Context: an optimization exercise on an open-source flow, tuned for a short achievable clock period and few clock cycles. The choices shown serve that exercise and are no tape-out recipe. Function was checked by simulation only, so behaviour that the tests miss may differ from the original.

==> run a <==
==> flow/design.v (excerpt) <==
module mar810
(
	input  logic        clk,
	                    rst_n,
	input  logic        irq,
	                    halt,
	input  logic        fetch_ready,
	                    data_ready,
	input  logic [31:0] fetch_data_rd,
	                    data_data_rd,
	output logic [31:0] data_data_wr,
	output logic [29:0] fetch_addr,
	                    data_addr,
	output logic        fetch_start,
	                    data_start,
	                    data_write,
	output logic [3:0]  data_data_be,
	output logic        halted
);
Settings: LEC_CHECK=0, ABC_CLOCK_PERIOD_IN_PS=3000, CAP_MARGIN=20, CORE_MARGIN=2, CORE_UTILIZATION=40, SLEW_MARGIN=20, TNS_END_PERCENT=20; clock period 10.5 ns.
standard.sh (not shown) runs the stock make flow with config.mk's settings and CLKGATE_MAP_FILE= SYNTH_SCRIPT=/design/flow/synth_recipe.tcl, a recipe that flattens the netlist after the stock synthesis.
==> flow/flow/run.sh <==
#!/bin/bash
set -euo pipefail
export SETUP_SLACK_MARGIN=6.5
export BUFFER_PORTS_ARGS="-buffer_cell sky130_fd_sc_hd__buf_4"
bash standard.sh > standard_flow.log 2>&1
==> inputs of run b, as changes to run a <==
--- a/flow/design.v
+++ b/flow/design.v
@@ -237,40 +237,51 @@
 	assign l1_c46 = ((l1_s35 & l1_c36) | (l1_s35 & l1_s37) | (l1_c36 & l1_s37)) << 1;
 	logic [31:0] l1_s47, l1_c48;
 	assign l1_s47 = l1_c38 ^ l1_s39 ^ l1_c40;
 	assign l1_c48 = ((l1_c38 & l1_s39) | (l1_c38 & l1_c40) | (l1_s39 & l1_c40)) << 1;
 	logic [31:0] l1_s49, l1_c50;
 	assign l1_s49 = l1_s41 ^ l1_c42 ^ l1_s43;
 	assign l1_c50 = ((l1_s41 & l1_c42) | (l1_s41 & l1_s43) | (l1_c42 & l1_s43)) << 1;
-	logic [31:0] l1_s51, l1_c52;
-	assign l1_s51 = l1_s45 ^ l1_c46 ^ l1_s47;
-	assign l1_c52 = ((l1_s45 & l1_c46) | (l1_s45 & l1_s47) | (l1_c46 & l1_s47)) << 1;
-	logic [31:0] l1_s53, l1_c54;
-	assign l1_s53 = l1_c48 ^ l1_s49 ^ l1_c50;
-	assign l1_c54 = ((l1_c48 & l1_s49) | (l1_c48 & l1_c50) | (l1_s49 & l1_c50)) << 1;
-	logic [31:0] l1_s55, l1_c56;
-	assign l1_s55 = l1_s51 ^ l1_c52 ^ l1_s53;
-	assign l1_c56 = ((l1_s51 & l1_c52) | (l1_s51 & l1_s53) | (l1_c52 & l1_s53)) << 1;
 	logic [31:0] r1_0;
 	logic [31:0] r1_1;
 	logic [31:0] r1_2;
 	logic [31:0] r1_3;
+	logic [31:0] r1_4;
+	logic [31:0] r1_5;
+	logic [31:0] r1_6;
 	always_ff @(posedge clk) begin
-		r1_0 <= l1_s55;
-		r1_1 <= l1_c56;
-		r1_2 <= l1_c54;
-		r1_3 <= l1_c44;
+		r1_0 <= l1_s45;
+		r1_1 <= l1_c46;
+		r1_2 <= l1_s47;
+		r1_3 <= l1_c48;
+		r1_4 <= l1_s49;
+		r1_5 <= l1_c50;
+		r1_6 <= l1_c44;
 	end
+	logic [31:0] l2_s51, l2_c52;
+	assign l2_s51 = r1_0 ^ r1_1 ^ r1_2;
+	assign l2_c52 = ((r1_0 & r1_1) | (r1_0 & r1_2) | (r1_1 & r1_2)) << 1;
+	logic [31:0] l2_s53, l2_c54;
+	assign l2_s53 = r1_3 ^ r1_4 ^ r1_5;
+	assign l2_c54 = ((r1_3 & r1_4) | (r1_3 & r1_5) | (r1_4 & r1_5)) << 1;
+	logic [31:0] l2_s55, l2_c56;
+	assign l2_s55 = l2_s51 ^ l2_c52 ^ l2_s53;
+	assign l2_c56 = ((l2_s51 & l2_c52) | (l2_s51 & l2_s53) | (l2_c52 & l2_s53)) << 1;
 	logic [31:0] l2_s57, l2_c58;
-	assign l2_s57 = r1_0 ^ r1_1 ^ r1_2;
-	assign l2_c58 = ((r1_0 & r1_1) | (r1_0 & r1_2) | (r1_1 & r1_2)) << 1;
+	assign l2_s57 = l2_s55 ^ l2_c56 ^ l2_c54;
+	assign l2_c58 = ((l2_s55 & l2_c56) | (l2_s55 & l2_c54) | (l2_c56 & l2_c54)) << 1;
 	logic [31:0] l2_s59, l2_c60;
-	assign l2_s59 = l2_s57 ^ l2_c58 ^ r1_3;
-	assign l2_c60 = ((l2_s57 & l2_c58) | (l2_s57 & r1_3) | (l2_c58 & r1_3)) << 1;
-	assign p = l2_s59 + l2_c60;
+	assign l2_s59 = l2_s57 ^ l2_c58 ^ r1_6;
+	assign l2_c60 = ((l2_s57 & l2_c58) | (l2_s57 & r1_6) | (l2_c58 & r1_6)) << 1;
+	logic [31:0] r2_0, r2_1;
+	always_ff @(posedge clk) begin
+		r2_0 <= l2_s59;
+		r2_1 <= l2_c60;
+	end
+	assign p = r2_0 + r2_1;
 endmodule
 module mar810
 (
 	input  logic        clk,
 	                    rst_n,
 	input  logic        irq,
 	                    halt,
@@ -301,33 +312,33 @@
 	logic [30:0] hpc [6];
 	logic [29:0] f_w;
 	logic        redir;
 	logic [30:0] redir_tgt;
 	logic        d_go, d_adv;
 	logic f_acc, f_resp, push, two;
 	logic        sel_x2, sel_x, sel_d, spec, pres_ok;
-	logic        psel_f, psel_x2, psel_xt, psel_xa, psel_br, psel_b1;
+	logic        psel_s, psel_x2, psel_xt, psel_br, psel_b1;
+	logic        np_x2, np_xt, np_br, np_b1, np_s;
+	logic [29:0] alt;
 	logic        br_ok, br_bcc, s1;
 	logic        br1_ok, skip1;
 	logic [30:0] br1_tgt;
 	logic [30:0] br_tgt, pres_tgt;
 	logic [29:0] pres_next, pres_next2, s1_w1, s1_w2;
 	logic        binadr;
 	assign sel_x2   = psel_x2;
-	assign sel_x    = psel_xt || psel_xa;
+	assign sel_x    = psel_xt;
 	assign sel_d    = psel_br;
-	assign spec     = !psel_f;
-	assign pres_tgt = psel_xa ? x_a[31:1] : psel_xt ? x_tgt : psel_br ? br_tgt : br1_tgt;
+	assign spec     = psel_s;
+	assign pres_tgt = psel_xt ? x_tgt : psel_br ? br_tgt : br1_tgt;
 	assign pres_next  = pres_tgt[30:1] + 30'd1;
 	assign pres_next2 = pres_tgt[30:1] + 30'd2;
-	assign fetch_addr  = ({30{psel_f}} & fptr) | ({30{psel_x2}} & s1_w1)
-	                   | ({30{psel_xt}} & x_tgt[30:1]) | ({30{psel_xa}} & x_a[31:2])
-	                   | ({30{psel_br}} & br_tgt[30:1]) | ({30{psel_b1}} & br1_tgt[30:1]);
-	logic room;
-	assign fetch_start = !psel_f || room;
+	assign fetch_addr  = psel_s ? alt : fptr;
+	logic nroom;
+	assign fetch_start = psel_s || !nroom;
 	assign f_acc  = fetch_start && (!f_busy || fetch_ready);
 	assign f_resp = f_busy && fetch_ready;
 	assign push   = f_resp && !f_disc;
 	logic s1_taken, s1push;
 	assign s1_taken = sel_x2 && (x_bcc ? x_taken : d_redir);
 	assign s1push   = s1_taken && f_resp;
 	always_ff @(posedge clk or negedge rst_n)
@@ -410,17 +421,17 @@
 	assign r_go2b = {1'b0, hcnt} <= 4'd1;
 	assign room_st = nx_f_busy ? (pmax == 2'd2 ? r_st2b : pmax == 2'd1 ? r_st1b : r_st0b)
 	                           : (pmax == 2'd2 ? r_st2  : pmax == 2'd1 ? r_st1  : r_st0);
 	assign room_go = nx_f_busy ? (pmax == 2'd2 ? r_go2b : pmax == 2'd1 ? r_go1b : r_go0b)
 	                           : (pmax == 2'd2 ? r_go2  : pmax == 2'd1 ? r_go1  : r_go0);
 	always_ff @(posedge clk or negedge rst_n)
 		if (!rst_n)
-			room <= 1'b1;
+			nroom <= 1'b0;
 		else
-			room <= redir || (d_adv ? room_go : room_st);
+			nroom <= !(redir || (d_adv ? room_go : room_st));
 	logic [15:0] n1;
 	logic [12:0] n1_off;
 	logic        n1_bal, n1_bcc, n1_adrbin;
 	assign n1 = hq[1];
 	assign n1_bal = hp[1][PD_BALT];
 	assign n1_bcc = hp[1][PD_BCC];
 	assign n1_adrbin = hp[1][PD_ADR] && hcnt >= 3'd3 && hp[2][PD_BIN] && hq[2][11:8] == n1[3:0];
@@ -443,51 +454,55 @@
 			nx_br1_ok = hcnt >= 3'd3 && hp[2][PD_BALT];
 		else
 			nx_br1_ok = br1_ok && hcnt >= 3'd2;
 		nx_x_bcc  = d_adv && is_bcc;
 		nx_x_bin  = d_adv && is_bin && !bin_early;
 		nx_binadr = d_adv && is_adr && hcnt >= 3'd2 && hp[1][PD_BIN]
 		            && n1[11:8] == r_lo;
+		np_x2 = (nx_x_bcc || nx_binadr) && nx_s1;
+		np_xt = (nx_x_bcc || nx_binadr) && !nx_s1;
+		np_br = nx_br_ok && !nx_x_bcc && !nx_x_bin && !nx_binadr;
+		np_b1 = nx_br1_ok && !nx_br_ok && !nx_x_bcc && !nx_x_bin && !nx_binadr;
+		np_s  = np_x2 || np_xt || np_br || np_b1;
 	end
+	logic [30:0] nb_tgt, nb1_tgt;
+	assign nb_tgt  = d_go ? hpc[1] + {{18{n1_off[12]}}, n1_off} : bal_wait ? d_tgt : br_tgt;
+	assign nb1_tgt = d_go ? hpc[2] + {{18{hp[2][47]}}, hp[2][47:35]} : br1_tgt;
 	always_ff @(posedge clk or negedge rst_n)
 		if (!rst_n) begin
 			br_ok   <= 1'b0;
 			br_bcc  <= 1'b0;
 			s1      <= 1'b0;
 			binadr  <= 1'b0;
-			psel_f  <= 1'b1;
+			psel_s  <= 1'b0;
 			psel_x2 <= 1'b0;
 			psel_xt <= 1'b0;
-			psel_xa <= 1'b0;
 			psel_br <= 1'b0;
 			psel_b1 <= 1'b0;
 			br1_ok  <= 1'b0;
 		end else begin
 			br1_ok  <= nx_br1_ok;
-			psel_b1 <= nx_br1_ok && !nx_br_ok && !nx_x_bcc && !nx_x_bin && !nx_binadr;
+			psel_b1 <= np_b1;
 			br_ok <= nx_br_ok;
 			if (!redir && d_adv)
 				br_bcc <= n1_bcc || n1_adrbin;
 			else if (bal_wait)
 				br_bcc <= 1'b0;
 			s1     <= nx_s1;
 			binadr <= nx_binadr;
-			psel_x2 <= (nx_x_bcc || nx_binadr) && nx_s1;
-			psel_xt <= (nx_x_bcc || nx_binadr) && !nx_s1;
-			psel_xa <= nx_x_bin;
-			psel_br <= nx_br_ok && !nx_x_bcc && !nx_x_bin && !nx_binadr;
-			psel_f  <= !nx_x_bcc && !nx_x_bin && !nx_binadr && !nx_br_ok && !nx_br1_ok;
+			psel_x2 <= np_x2;
+			psel_xt <= np_xt;
+			psel_br <= np_br;
+			psel_s  <= np_s;
 		end
 	always_ff @(posedge clk) begin
-		if (d_go)
-			br_tgt <= hpc[1] + {{18{n1_off[12]}}, n1_off};
-		else if (bal_wait)
-			br_tgt <= d_tgt;
-		if (d_go)
-			br1_tgt <= hpc[2] + {{18{hp[2][47]}}, hp[2][47:35]};
+		br_tgt  <= nb_tgt;
+		br1_tgt <= nb1_tgt;
+		alt <= ({30{np_x2}} & pres_next) | ({30{np_xt}} & d_tgt[30:1])
+		     | ({30{np_br}} & nb_tgt[30:1]) | ({30{np_b1}} & nb1_tgt[30:1]);
 		s1_w1 <= pres_next;
 		s1_w2 <= pres_next2;
 	end
 	logic [15:0] in_lo, in_hi, s1_first;
 	logic [60:0] pd_lo, pd_hi, ps1_first;
 	logic        lo_ok, hi_ok;
 	logic [107:0] e_lo, e_hi, e_first, e_s1a, e_s1b;
@@ -500,44 +515,42 @@
 	assign two   = lo_ok && hi_ok;
 	assign e_lo    = {{f_w, 1'b0}, pd_lo, in_lo};
 	assign e_hi    = {{f_w, 1'b1}, pd_hi, in_hi};
 	assign e_first = lo_ok ? e_lo : e_hi;
 	assign e_s1a   = x_tgt[0] ? {x_tgt, pd_hi, in_hi} : {x_tgt, pd_lo, in_lo};
 	assign e_s1b   = {{x_tgt[30:1], 1'b1}, pd_hi, in_hi};
 	logic [107:0] qe [6], qe_up [6], qe_go [6], qe_st [6];
-	logic         pf;
-	assign pf = push;
 	always_comb
 		for (int k = 0; k < 6; k++)
 			qe[k] = {hpc[k], hp[k], hq[k]};
 	always_comb begin
 		for (int k = 0; k < 5; k++)
 			qe_up[k] = qe[k + 1];
 		qe_up[5] = qe[5];
 	end
 	always_comb
 		for (int k = 0; k < 6; k++) begin
-			if (pf && hcnt == 3'(k + 1))
+			if (hcnt == 3'(k + 1))
 				qe_go[k] = e_first;
-			else if (push && hcnt == 3'(k))
+			else if (hcnt == 3'(k))
 				qe_go[k] = e_hi;
 			else
 				qe_go[k] = qe_up[k];
-			if (pf && hcnt == 3'(k))
+			if (hcnt == 3'(k))
 				qe_st[k] = e_first;
-			else if (push && hcnt + 3'd1 == 3'(k))
+			else if (hcnt + 3'd1 == 3'(k))
 				qe_st[k] = e_hi;
 			else
 				qe_st[k] = qe[k];
 		end
 	always_ff @(posedge clk)
 		for (int k = 0; k < 6; k++)
-			if (s1push && k == 0)
+			if (s1_taken && k == 0)
 				{hpc[k], hp[k], hq[k]} <= e_s1a;
-			else if (s1push && k == 1)
+			else if (s1_taken && k == 1)
 				{hpc[k], hp[k], hq[k]} <= e_s1b;
 			else
 				{hpc[k], hp[k], hq[k]} <= d_go ? qe_go[k] : qe_st[k];
 	assign dpc = hpc[0];
 	logic [15:0] i;
 	logic        d_valid;
 	assign i = hq[0];
@@ -562,27 +575,27 @@
 	logic [31:0] rf [16];
 	logic        x_wr, x_bcc, x_bin, x_mul, x_adr;
 	logic        x_add, x_sub, x_and, x_orr, x_xor, x_shl, x_shr;
 	logic [3:0]  x_rd;
 	logic [1:0]  x_cond;
 	logic [31:0] x_a, x_b, xres;
 	logic [30:0] x_tgt;
-	logic        m2_v;
-	logic [3:0]  m2_rd;
+	logic        m2_v, m3_v;
+	logic [3:0]  m2_rd, m3_rd;
 	logic [31:0] mres;
 	logic        ds, d_busy, ld_pend;
 	logic [3:0]  ld_rd;
 	logic        ld_ret;
 	assign ld_ret = ld_pend && d_busy && data_ready;
 	function automatic logic [31:0] rd_early(input logic [3:0] r);
 		if (r == 4'd0)
 			rd_early = 32'd0;
 		else if (ld_pend && ld_rd == r)
 			rd_early = data_data_rd;
-		else if (m2_v && m2_rd == r)
+		else if (m3_v && m3_rd == r)
 			rd_early = mres;
 		else
 			rd_early = rf[r];
 	endfunction
 	logic [3:0] r_mid, r_lo;
 	assign r_mid = i[11:8];
 	assign r_lo  = i[3:0];
@@ -605,15 +618,17 @@
 	assign vb = hit_xb ? xres : eb;
 	logic m1_v;
 	logic [3:0] m1_rd;
 	logic ld_wait, hz_ld, hz_mul, mem_ok, stall;
 	assign ld_wait = ld_pend && !(d_busy && data_ready);
 	assign hz_ld = ld_wait && ((use_a && src_a == ld_rd) || (use_b && src_b == ld_rd)
 	                           || (wr_d && dst == ld_rd));
-	assign hz_mul = m1_v && ((use_a && src_a == m1_rd) || (use_b && src_b == m1_rd));
+	assign hz_mul = (m1_v && ((use_a && src_a == m1_rd) || (use_b && src_b == m1_rd)
+	                          || (wr_d && dst == m1_rd)))
+	             || (m2_v && ((use_a && src_a == m2_rd) || (use_b && src_b == m2_rd)));
 	assign mem_ok = !ds && (!d_busy || data_ready);
 	logic bal_wait;
 	assign bal_wait = d_valid && bal_taken && !br_ok;
 	assign stall = hz_ld || hz_mul || (is_mem && !mem_ok) || bal_wait;
 	assign d_go  = d_valid && !stall;
 	assign d_adv = d_go && !x_redir;
 	logic bin_early;
@@ -685,28 +700,33 @@
 	(
 		.clk(clk),
 		.a(x_a),
 		.b(x_b),
 		.p(mres)
 	);
 	always_ff @(posedge clk or negedge rst_n)
-		if (!rst_n)
+		if (!rst_n) begin
 			m2_v <= 1'b0;
-		else
+			m3_v <= 1'b0;
+		end else begin
 			m2_v <= x_mul;
-	always_ff @(posedge clk)
+			m3_v <= m2_v;
+		end
+	always_ff @(posedge clk) begin
 		m2_rd <= x_rd;
+		m3_rd <= m2_rd;
+	end
 	always_ff @(posedge clk) begin
 		rf[0] <= 32'd0;
 		for (int k = 1; k < 16; k++)
 			if (x_wr && x_rd == 4'(k))
 				rf[k] <= xres;
 			else if (ld_ret && ld_rd == 4'(k))
 				rf[k] <= data_data_rd;
-			else if (m2_v && m2_rd == 4'(k))
+			else if (m3_v && m3_rd == 4'(k))
 				rf[k] <= mres;
 	end
 	logic mem_go;
 	assign mem_go = d_adv && is_mem;
 	always_ff @(posedge clk or negedge rst_n)
 		if (!rst_n) begin
 			ds      <= 1'b0;
CORE_UTILIZATION = 50   (was 40)
==> comparison <==
- In run a the die area is larger than in run b, by about 22%.
- Of run b and run a, run b has the higher global-route usage (gap 9.7 points).
- Of run a and run b, run a has the higher first-iteration DRC count (gap about 1.2%, measured against run b).
- Synthesized cell count: run a is smaller than run b (2.0%).
- Sequential cell count: run a is lower than run b (139).
- Between run b and run a, the lower critical path depth is in run a (gap 8).
- Area after synthesis: run b is larger than run a (about 2%).
==> figures <==
| quantity | run b | run a |
|---|---|---|
| First element of the critical path | fetch_data_rd[4] | x_bin |
| Buffer depth of the longest clock path | 3 | 4 |
| Number of non-clock buffers in the layout | 1,132 | 1,246 |
| Routed length on met3 | 89.9 mm | 88.4 mm |
| Setup crit end kind | register | output pin |
| Diode insertion count for antenna repair | 21 | 22 |
| Fraction of synthesized area in multiplexers | 4.49% | 4.55% |
| Final core utilization | 61.1% | 49.3% |
| Buffer count from post-CTS setup fixing | 268 | 313 |
| 1st-pass router iterations | 17 | 12 |
| Status | no timing/DRC/antenna violations | no timing/DRC/antenna violations |
| Critical path buffers and inverters | 1 | 2 |
| Share of flip-flops with an asynchronous set or reset | 3.35% | 3.59% |
| Filler cell count in the final layout | 19.1k | 25.4k |
| Post-route setup slack | 6.13 ns | 5.87 ns |
Testbench counts of run a, summed over its fixed seeds: cycles 29,206.
Testbench counts of run b, summed over its fixed seeds: cycles 29,642.

## port drivers added, routing unchanged
Ports are ideal in the flow. The routed layouts listed here were re-timed in OpenROAD. Step 1: set_driving_cell puts a clkbuf_16 on clk and a buf_2 on each other input, an assumption about the parent block. Step 2 times the ports against the registers' clock, not the clock port: input delays grow and output delays shrink by t, the midpoint of the rising clock arrivals with the driver on. Three values: no drivers, after step 1, after step 2; two values: the first two.
run	shift t [ns]	setup WS [ns]	worst hold slack (ns)	worst setup path after step 2	clock arrival spread, ns
run a	0.972	5.869 / 5.762 / 4.914	0.350 / 0.350 / 0.350	input to register	0.069 / 0.069
run b	0.965	6.135 / 5.948 / 4.983	0.335 / 0.335 / 0.335	input to register	0.092 / 0.092
After both steps every run listed still meets setup and hold. For run b, which loses most, drivers alone change the setup slack by -0.187 ns; drivers and shift together by -1.152 ns.
